Source: an optimization exercise on an open RTL-to-GDS flow (aim: small area). Production flows keep margins and buffers that such runs may drop. Function was checked by simulation only, so behaviour that the tests miss may differ from the original. Power figures rest on the tool's default switching activity, not on a simulated workload.

==> inputs of job 2688 <==
==> flow/design.v <==
`timescale 1ns/1ps
module uart_frame_trx(
  input         clk,
  input         rst_n,
  input  [1:0]  mode,
  input         isHigh,
  input  [31:0] datain,
  input  [31:0] extra_data,
  input  [31:0] one_more_data,
  output        tx,
  output        tx_busy,
  input         rx,
  output [16:0] freq_out,
  output [16:0] amp_out,
  output        frame_error,
  output        frame_sig,
  output [3:0]  led
);
reg  [7:0] k;
reg        started;    
reg  [4:0] st;         
reg  [7:0] dout;       
wire take = (k == 8'd251);
wire m11 = mode[0] & mode[1];
wire m1x = mode[0] ^ mode[1];
reg [7:0] nbyte;
always @* begin
  case (st[3:0])
    4'd0:  nbyte = 8'd80;
    4'd1:  nbyte = m11 ? (isHigh ? 8'd51 : 8'd52) : (isHigh ? 8'd49 : 8'd50);
    4'd2:  nbyte = datain[31:24];
    4'd3:  nbyte = datain[23:16];
    4'd4:  nbyte = datain[15:8];
    4'd5:  nbyte = datain[7:0];
    4'd6:  nbyte = m11 ? extra_data[31:24] : 8'd13;
    4'd7:  nbyte = m11 ? extra_data[23:16] : 8'd10;
    4'd8:  nbyte = extra_data[15:8];
    4'd9:  nbyte = extra_data[7:0];
    4'd10: nbyte = one_more_data[31:24];
    4'd11: nbyte = one_more_data[23:16];
    4'd12: nbyte = one_more_data[15:8];
    4'd13: nbyte = one_more_data[7:0];
    4'd14: nbyte = 8'd13;
    default: nbyte = 8'd10;
  endcase
end
always @(posedge clk or negedge rst_n) begin
  if (!rst_n) begin
    k <= 8'd252;
    started <= 1'b0;
    st <= 5'd0;
    dout <= 8'd0;
  end else begin
    k <= (k == 8'd254) ? 8'd0 : k + 8'd1;
    if (take) begin
      started <= 1'b1;
      if (m11) begin
        if (!st[4]) dout <= nbyte;
        st <= (st == 5'd15) ? 5'd0 : st + 5'd1;
      end else if (m1x) begin
        if (st[4:3] == 2'b00) dout <= nbyte;
        st <= (st == 5'd7) ? 5'd0 : st + 5'd1;
      end
    end
  end
end
reg txb;
always @* begin
  case (k[7:4])
    4'd0: txb = 1'b0;
    4'd1: txb = dout[0];
    4'd2: txb = dout[1];
    4'd3: txb = dout[2];
    4'd4: txb = dout[3];
    4'd5: txb = dout[4];
    4'd6: txb = dout[5];
    4'd7: txb = dout[6];
    4'd8: txb = dout[7];
    4'd9: txb = ^dout;
    default: txb = 1'b1;
  endcase
end
assign tx      = started ? txb : (k != 8'd252);
assign tx_busy = started & (k < 8'd168);
localparam [7:0] R_145  = 8'd145;
localparam [7:0] R_146  = 8'd146;
localparam [7:0] R_NEW  = 8'd147;
localparam [7:0] R_IDLE = 8'd148;
localparam [7:0] P_145  = 8'd153;
localparam [7:0] P_146  = 8'd154;
localparam [7:0] P_IDLE = 8'd156;
reg       rxbuf;
reg [7:0] rc;
reg [7:0] sr;          
wire fall   = rxbuf & ~rx;
wire sample = ~rc[7] & (rc[3:0] == 4'd15);
wire win    = rc[7] & ((rc[6:4] == 3'd0) | (rc == 8'd144));   
wire win8   = (rc[7:3] == 5'b10000);                            
wire win12  = win8 | (rc[7:2] == 6'b100010);                    
wire proc   = (rc == R_146) | (rc == P_146) | (rc == R_NEW);
always @(posedge clk or negedge rst_n) begin
  if (!rst_n) begin
    rxbuf <= 1'b1;
    rc <= R_IDLE;
  end else begin
    rxbuf <= rx;
    case (rc)
      8'd144:  rc <= fall ? P_145 : R_145;
      R_145:   rc <= fall ? P_146 : R_146;
      P_145:   rc <= R_NEW;
      R_146:   rc <= fall ? P_IDLE : R_IDLE;
      R_IDLE:  rc <= fall ? P_IDLE : R_IDLE;
      P_146:   rc <= 8'd247;
      P_IDLE:  rc <= 8'd247;
      R_NEW:   rc <= 8'd248;
      default: rc <= rc + 8'd1;
    endcase
  end
end
always @(posedge clk)
  if (sample | win8) sr <= {rc[7] ? sr[0] : rx, sr[7:1]};
reg  [3:0]  fs;
reg         fsig, ferr, led2, led3;
reg  [11:0] acc_a;     
reg  [16:0] acc_f;     
reg  [16:0] fout;
reg  [11:0] aout;
reg  h1, h2, h3;       
reg  ca, cb;           
reg  bw;               
wire amp_dig  = (fs == 4'd1) | (fs == 4'd2);
wire freq_dig = (fs == 4'd5) | (fs == 4'd6) | (fs == 4'd7) | (fs == 4'd8);
wire first    = (fs == 4'd1) | (fs == 4'd5);
wire obit     = ~first & (amp_dig ? acc_a[0] : acc_f[0]);
wire c48      = (rc[2:1] == 2'b10);
wire dbit     = win8 & (sr[0] ^ c48 ^ bw);
wire bw_n     = (~sr[0] & (c48 | bw)) | (c48 & bw);
wire s1       = h1 ^ h3 ^ dbit;
wire k1       = (h1 & h3) | (h1 & dbit) | (h3 & dbit);
wire sbit     = s1 ^ ca ^ cb;
wire k2       = (s1 & ca) | (s1 & cb) | (ca & cb);
always @(posedge clk) begin
  h1 <= win & obit;
  h2 <= win & h1;
  h3 <= win & h2;
  ca <= win & k1;
  cb <= win & k2;
  bw <= win & bw_n;
  if (win12 & amp_dig) acc_a <= {sbit, acc_a[11:1]};
  if (win & freq_dig)  acc_f <= {sbit, acc_f[16:1]};
end
wire cr_ok = (fs == 4'd11) & (sr == 8'd13);
wire lf_ok = (fs == 4'd12) & (sr == 8'd10);
always @(posedge clk or negedge rst_n) begin
  if (!rst_n) begin
    fs <= 4'd0;
    fsig <= 1'b0;
    ferr <= 1'b0;
    led2 <= 1'b1;
    led3 <= 1'b1;
    fout <= 17'd100;
    aout <= 12'd20;
  end else begin
    fsig <= proc & (cr_ok | lf_ok);
    if (proc) begin
      if (fs == 4'd0) begin
        if (sr == 8'd80) fs <= 4'd1;
      end else if (fs == 4'd11) begin
        if (cr_ok) begin
          led2 <= 1'b0;
          fs <= 4'd12;
        end else begin
          ferr <= 1'b1;
          fs <= 4'd0;
        end
      end else if (fs == 4'd12) begin
        if (lf_ok) begin
          led3 <= 1'b0;
          fout <= acc_f;
          aout <= acc_a;
        end else
          ferr <= 1'b1;
        fs <= 4'd0;
      end else
        fs <= fs + 4'd1;
    end
  end
end
assign freq_out    = fout;
assign amp_out     = {5'd0, aout};
assign frame_error = ferr;
assign frame_sig   = fsig;
assign led         = {led3, led2, 2'b10};
endmodule
==> flow/flow/run.sh <==
#!/bin/bash
# Standard layout, but with the smallest buffer on the ports.
set -euo pipefail
export BUFFER_PORTS_ARGS="-buffer_cell sky130_fd_sc_hd__buf_1"
bash standard.sh synth > synth.log 2>&1
bash standard.sh > layout.log 2>&1
==> flow/standard.sh <==
#!/bin/bash
# synth_recipe.tcl (not shown) runs the flow's synth.tcl, then flattens the netlist and writes it again
# the make line also repeats each setting of config.mk as NAME=value (left out here)
make -C /OpenROAD-flow-scripts/flow DESIGN_CONFIG=/design/flow/config.mk WORK_HOME=/design/flow/orfs CLKGATE_MAP_FILE= SYNTH_SCRIPT=/design/flow/synth_recipe.tcl "${@:-finish}"
==> flow/config.mk <==
export PLATFORM = sky130hd
export DESIGN_NAME = uart_frame_trx
export DESIGN_NICKNAME = uart_frame_trx
export VERILOG_FILES = /design/flow/design.v
export SDC_FILE = /design/flow/constraint.sdc
export NUM_CORES = 4
export LEC_CHECK = 0
export CAP_MARGIN = 20
export CORE_MARGIN = 2
export CORE_UTILIZATION = 40
export CTS_BUF_LIST = sky130_fd_sc_hd__clkbuf_8
export CTS_CLUSTER_DIAMETER = 150
export CTS_CLUSTER_SIZE = 40
export SLEW_MARGIN = 20
==> flow/constraint.sdc <==
create_clock -name core_clock -period 10.0 [get_ports {clk}]
set_input_delay 2.0000 -clock core_clock [delete_from_list [all_inputs] [get_ports {clk}]]
set_output_delay 2.0000 -clock core_clock [all_outputs]
set_load 0.01 [all_outputs]
==> inputs of job 6929, as changes to job 2688 <==
--- a/flow/design.v
+++ b/flow/design.v
@@ -93,9 +93,10 @@
 reg [7:0] rc;
-reg [7:0] sr;          
-wire fall   = rxbuf & ~rx;
-wire sample = ~rc[7] & (rc[3:0] == 4'd15);
-wire win    = rc[7] & ((rc[6:4] == 3'd0) | (rc == 8'd144));   
-wire win8   = (rc[7:3] == 5'b10000);                            
-wire win12  = win8 | (rc[7:2] == 6'b100010);                    
-wire proc   = (rc == R_146) | (rc == P_146) | (rc == R_NEW);
+wire       fall   = rxbuf & ~rx;
+wire       sample = ~rc[7] & (rc[3:0] == 4'd15);
+wire [2:0] bi     = rc[6:4];                                        
+wire       win9   = (rc[7:3] == 5'b10000) | (rc == 8'd136);         
+wire       win4   = (rc[7:2] == 6'b100000);                         
+wire       clr    = (rc[7:3] == 5'b11111);                          
+wire       step   = sample | win9;
+wire       proc   = (rc == R_146) | (rc == P_146) | (rc == R_NEW);
 always @(posedge clk or negedge rst_n) begin
@@ -119,4 +120,2 @@
 end
-always @(posedge clk)
-  if (sample | win8) sr <= {rc[7] ? sr[0] : rx, sr[7:1]};
 reg  [3:0]  fs;
@@ -127,2 +126,8 @@
 reg  [11:0] aout;
+reg  m;
+wire expbit = fs[3] ? (fs[0] ? ((bi == 3'd0) | (bi == 3'd2) | (bi == 3'd3))
+                             : ((bi == 3'd1) | (bi == 3'd3)))
+                    : ((bi == 3'd4) | (bi == 3'd6));
+always @(posedge clk)
+  if (sample) m <= ((bi == 3'd0) | m) & (rx ~^ expbit);
 reg  h1, h2, h3;       
@@ -134,5 +139,5 @@
 wire obit     = ~first & (amp_dig ? acc_a[0] : acc_f[0]);
-wire c48      = (rc[2:1] == 2'b10);
-wire dbit     = win8 & (sr[0] ^ c48 ^ bw);
-wire bw_n     = (~sr[0] & (c48 | bw)) | (c48 & bw);
+wire c48      = (bi[2:1] == 2'b10);
+wire dbit     = sample & (rx ^ c48 ^ bw);
+wire bw_n     = (~rx & (c48 | bw)) | (c48 & bw);
 wire s1       = h1 ^ h3 ^ dbit;
@@ -142,13 +147,15 @@
 always @(posedge clk) begin
-  h1 <= win & obit;
-  h2 <= win & h1;
-  h3 <= win & h2;
-  ca <= win & k1;
-  cb <= win & k2;
-  bw <= win & bw_n;
-  if (win12 & amp_dig) acc_a <= {sbit, acc_a[11:1]};
-  if (win & freq_dig)  acc_f <= {sbit, acc_f[16:1]};
-end
-wire cr_ok = (fs == 4'd11) & (sr == 8'd13);
-wire lf_ok = (fs == 4'd12) & (sr == 8'd10);
+  if (step | clr) begin
+    h1 <= ~clr & obit;
+    h2 <= ~clr & h1;
+    h3 <= ~clr & h2;
+    ca <= ~clr & k1;
+    cb <= ~clr & k2;
+    bw <= ~clr & bw_n;
+  end
+  if (amp_dig & (sample | win4)) acc_a <= {sbit, acc_a[11:1]};
+  if (freq_dig & step)           acc_f <= {sbit, acc_f[16:1]};
+end
+wire cr_ok = (fs == 4'd11) & m;
+wire lf_ok = (fs == 4'd12) & m;
 always @(posedge clk or negedge rst_n) begin
@@ -166,3 +173,3 @@
       if (fs == 4'd0) begin
-        if (sr == 8'd80) fs <= 4'd1;
+        if (m) fs <= 4'd1;
       end else if (fs == 4'd11) begin
==> flow/flow/run.sh (replaced) <==
#!/bin/bash
# Standard layout, with an area-oriented abc script in synthesis (adders
# left to abc rather than mapped to half/full-adder cells first) and the
# smallest buffer on the ports.
set -euo pipefail
W=$PWD
export FLOW_SYNTH_TCL=$W/synth_recipe.tcl
export AREA_ABC_SCRIPT=$W/flow/area.abc
export BUFFER_PORTS_ARGS="-buffer_cell sky130_fd_sc_hd__buf_1"
export CTS_ARGS="-sink_clustering_enable -repair_clock_nets -buf_list sky130_fd_sc_hd__clkbuf_8 -dont_use_dummy_load"
bash standard.sh SYNTH_SCRIPT=$W/flow/synth_area.tcl ADDER_MAP_FILE= synth > synth.log 2>&1
bash standard.sh SYNTH_SCRIPT=$W/flow/synth_area.tcl ADDER_MAP_FILE= finish > layout.log 2>&1
==> flow/flow/area.abc (new file) <==
strash
&get -n
&st
&deepsyn -T 60
&put
dch -f
amap -m -F 4 -A 8
==> flow/flow/synth_area.tcl (new file) <==
# The standard flow's synthesis script, with abc run on an area-oriented script instead of
# ORFS's speed script. Registers are mapped before abc, so they are unchanged.
proc abc {args} {
  set i [lsearch $args -script]
  if { $i >= 0 } {
    set args [lreplace $args $i [expr {$i + 1}] -script $::env(AREA_ABC_SCRIPT)]
  }
  puts "abc with area script: $args"
  yosys abc {*}$args
}
source $::env(FLOW_SYNTH_TCL)
--- a/flow/config.mk
+++ b/flow/config.mk
@@ -11,4 +11,2 @@
 export CTS_BUF_LIST = sky130_fd_sc_hd__clkbuf_8
-export CTS_CLUSTER_DIAMETER = 150
-export CTS_CLUSTER_SIZE = 40
 export SLEW_MARGIN = 20
==> inputs of job 9930, as changes to job 2688 <==
--- a/flow/design.v
+++ b/flow/design.v
@@ -93,9 +93,10 @@
 reg [7:0] rc;
-reg [7:0] sr;          
-wire fall   = rxbuf & ~rx;
-wire sample = ~rc[7] & (rc[3:0] == 4'd15);
-wire win    = rc[7] & ((rc[6:4] == 3'd0) | (rc == 8'd144));   
-wire win8   = (rc[7:3] == 5'b10000);                            
-wire win12  = win8 | (rc[7:2] == 6'b100010);                    
-wire proc   = (rc == R_146) | (rc == P_146) | (rc == R_NEW);
+wire       fall   = rxbuf & ~rx;
+wire       sample = ~rc[7] & (rc[3:0] == 4'd15);
+wire [2:0] bi     = rc[6:4];                                        
+wire       win9   = (rc[7:3] == 5'b10000) | (rc == 8'd136);         
+wire       win4   = (rc[7:2] == 6'b100000);                         
+wire       clr    = (rc[7:3] == 5'b11111);                          
+wire       step   = sample | win9;
+wire       proc   = (rc == R_146) | (rc == P_146) | (rc == R_NEW);
 always @(posedge clk or negedge rst_n) begin
@@ -119,4 +120,2 @@
 end
-always @(posedge clk)
-  if (sample | win8) sr <= {rc[7] ? sr[0] : rx, sr[7:1]};
 reg  [3:0]  fs;
@@ -127,2 +126,8 @@
 reg  [11:0] aout;
+reg  m;
+wire expbit = fs[3] ? (fs[0] ? ((bi == 3'd0) | (bi == 3'd2) | (bi == 3'd3))
+                             : ((bi == 3'd1) | (bi == 3'd3)))
+                    : ((bi == 3'd4) | (bi == 3'd6));
+always @(posedge clk)
+  if (sample) m <= ((bi == 3'd0) | m) & (rx ~^ expbit);
 reg  h1, h2, h3;       
@@ -134,5 +139,5 @@
 wire obit     = ~first & (amp_dig ? acc_a[0] : acc_f[0]);
-wire c48      = (rc[2:1] == 2'b10);
-wire dbit     = win8 & (sr[0] ^ c48 ^ bw);
-wire bw_n     = (~sr[0] & (c48 | bw)) | (c48 & bw);
+wire c48      = (bi[2:1] == 2'b10);
+wire dbit     = sample & (rx ^ c48 ^ bw);
+wire bw_n     = (~rx & (c48 | bw)) | (c48 & bw);
 wire s1       = h1 ^ h3 ^ dbit;
@@ -142,13 +147,15 @@
 always @(posedge clk) begin
-  h1 <= win & obit;
-  h2 <= win & h1;
-  h3 <= win & h2;
-  ca <= win & k1;
-  cb <= win & k2;
-  bw <= win & bw_n;
-  if (win12 & amp_dig) acc_a <= {sbit, acc_a[11:1]};
-  if (win & freq_dig)  acc_f <= {sbit, acc_f[16:1]};
-end
-wire cr_ok = (fs == 4'd11) & (sr == 8'd13);
-wire lf_ok = (fs == 4'd12) & (sr == 8'd10);
+  if (step | clr) begin
+    h1 <= ~clr & obit;
+    h2 <= ~clr & h1;
+    h3 <= ~clr & h2;
+    ca <= ~clr & k1;
+    cb <= ~clr & k2;
+    bw <= ~clr & bw_n;
+  end
+  if (amp_dig & (sample | win4)) acc_a <= {sbit, acc_a[11:1]};
+  if (freq_dig & step)           acc_f <= {sbit, acc_f[16:1]};
+end
+wire cr_ok = (fs == 4'd11) & m;
+wire lf_ok = (fs == 4'd12) & m;
 always @(posedge clk or negedge rst_n) begin
@@ -166,3 +173,3 @@
       if (fs == 4'd0) begin
-        if (sr == 8'd80) fs <= 4'd1;
+        if (m) fs <= 4'd1;
       end else if (fs == 4'd11) begin
==> flow/flow/run.sh (replaced) <==
#!/bin/bash
# Standard layout, with an area-oriented abc script in synthesis and the
# smallest buffer on the ports.
set -euo pipefail
W=$PWD
export FLOW_SYNTH_TCL=$W/synth_recipe.tcl
export AREA_ABC_SCRIPT=$W/flow/area.abc
export BUFFER_PORTS_ARGS="-buffer_cell sky130_fd_sc_hd__buf_1"
bash standard.sh SYNTH_SCRIPT=$W/flow/synth_area.tcl synth > synth.log 2>&1
bash standard.sh SYNTH_SCRIPT=$W/flow/synth_area.tcl finish > layout.log 2>&1
==> flow/flow/area.abc (new file) <==
strash
&get -n
&st
&deepsyn -T 60
&dch -f
&nf -R 1000 -p -a
&put
strash
&get -n
&st
&dch -f
&nf -R 1000 -p -a
&put
==> flow/flow/synth_area.tcl (new file) <==
# The standard flow's synthesis script, with abc run on an area-oriented script instead of
# ORFS's speed script. Registers are mapped before abc, so they are unchanged.
proc abc {args} {
  set i [lsearch $args -script]
  if { $i >= 0 } {
    set args [lreplace $args $i [expr {$i + 1}] -script $::env(AREA_ABC_SCRIPT)]
  }
  puts "abc with area script: $args"
  yosys abc {*}$args
}
source $::env(FLOW_SYNTH_TCL)
--- a/flow/config.mk
+++ b/flow/config.mk
@@ -11,4 +11,2 @@
 export CTS_BUF_LIST = sky130_fd_sc_hd__clkbuf_8
-export CTS_CLUSTER_DIAMETER = 150
-export CTS_CLUSTER_SIZE = 40
 export SLEW_MARGIN = 20
==> comparison table <==
Run status: job 6929 timing/DRC/antenna clean; job 9930 timing/DRC/antenna clean; job 2688 timing/DRC/antenna clean
Fraction of layout cells with a size suffix above 1: job 6929 5.58%; job 9930 6.31%; job 2688 12.5%
Invs w/o clock: job 6929 43; job 9930 24; job 2688 27
Cell row count: job 6929 39; job 9930 41; job 2688 45
Worst slack on hold paths: job 6929 450 ps; job 9930 456 ps; job 2688 455 ps
Die Width: job 6929 113 µm; job 9930 118 µm; job 2688 128 µm
Startpoint of the worst-slack reg-to-reg timing path: job 6929 rc[7]; job 9930 rc[6]; job 2688 rc[2]
Total vias in the final route: job 6929 4164; job 9930 4265; job 2688 4728
Global-route wire length before repair: job 6929 20300 µm; job 9930 21500 µm; job 2688 22800 µm
Clock network area share: job 6929 2.22%; job 9930 3.30%; job 2688 2.55%
Worst IR Drop VDD: job 6929 0.0630 mV; job 9930 0.0558 mV; job 2688 0.0713 mV
Final non-filler cell area: job 6929 5590 µm²; job 9930 6140 µm²; job 2688 6970 µm²
Total wirelength of the detailed-routed design: job 6929 12500 µm; job 9930 13100 µm; job 2688 14300 µm
Vertical die dimension: job 6929 113 µm; job 9930 118 µm; job 2688 128 µm
Synth async-reset ratio: job 6929 65.4%; job 9930 65.4%; job 2688 61.3%
Clock Power: job 6929 0.204 mW; job 9930 0.269 mW; job 2688 0.247 mW
Number of non-clock buffers in the layout: job 6929 141; job 9930 140; job 2688 142
Met1 track demand over resource: job 6929 24.4%; job 9930 23.6%; job 2688 24.5%
Area fraction in compound gates after synthesis: job 6929 23.5%; job 9930 14.4%; job 2688 17.2%
Detail Placement HPWL: job 6929 9580 µm; job 9930 9930 µm; job 2688 10200 µm

[re-timing with driven ports]
The results above use ideal ports. As a check the final layouts listed here were re-extracted and re-timed, cells and wires unchanged. Step 1 sets driving cells, clkbuf_16 on the clock port and buf_2 on the other inputs (assumed; they add their load-dependent delay and slew). Step 2 adds t to the input delays and takes it off the output delays; t is the mean of the earliest and latest rising clock arrival at the registers after step 1. Input paths then give back, and output paths get back, about the clock's delay inside the block. Slacks: ideal ports / drivers / drivers and shift; pairs: ideal ports / drivers.
run	shift t [ns]	slack for setup (ns)	worst data-port slew with drivers (ns)
job 2688	0.397	5.873 / 5.840 / 6.190	0.05
job 6929	0.380	5.945 / 5.912 / 6.292	0.06
job 9930	0.391	5.856 / 5.853 / 5.463	0.05
After both steps setup and hold are still met in every run listed. For job 9930, which loses most, drivers alone change the setup slack by -0.003 ns; drivers and shift together by -0.393 ns.
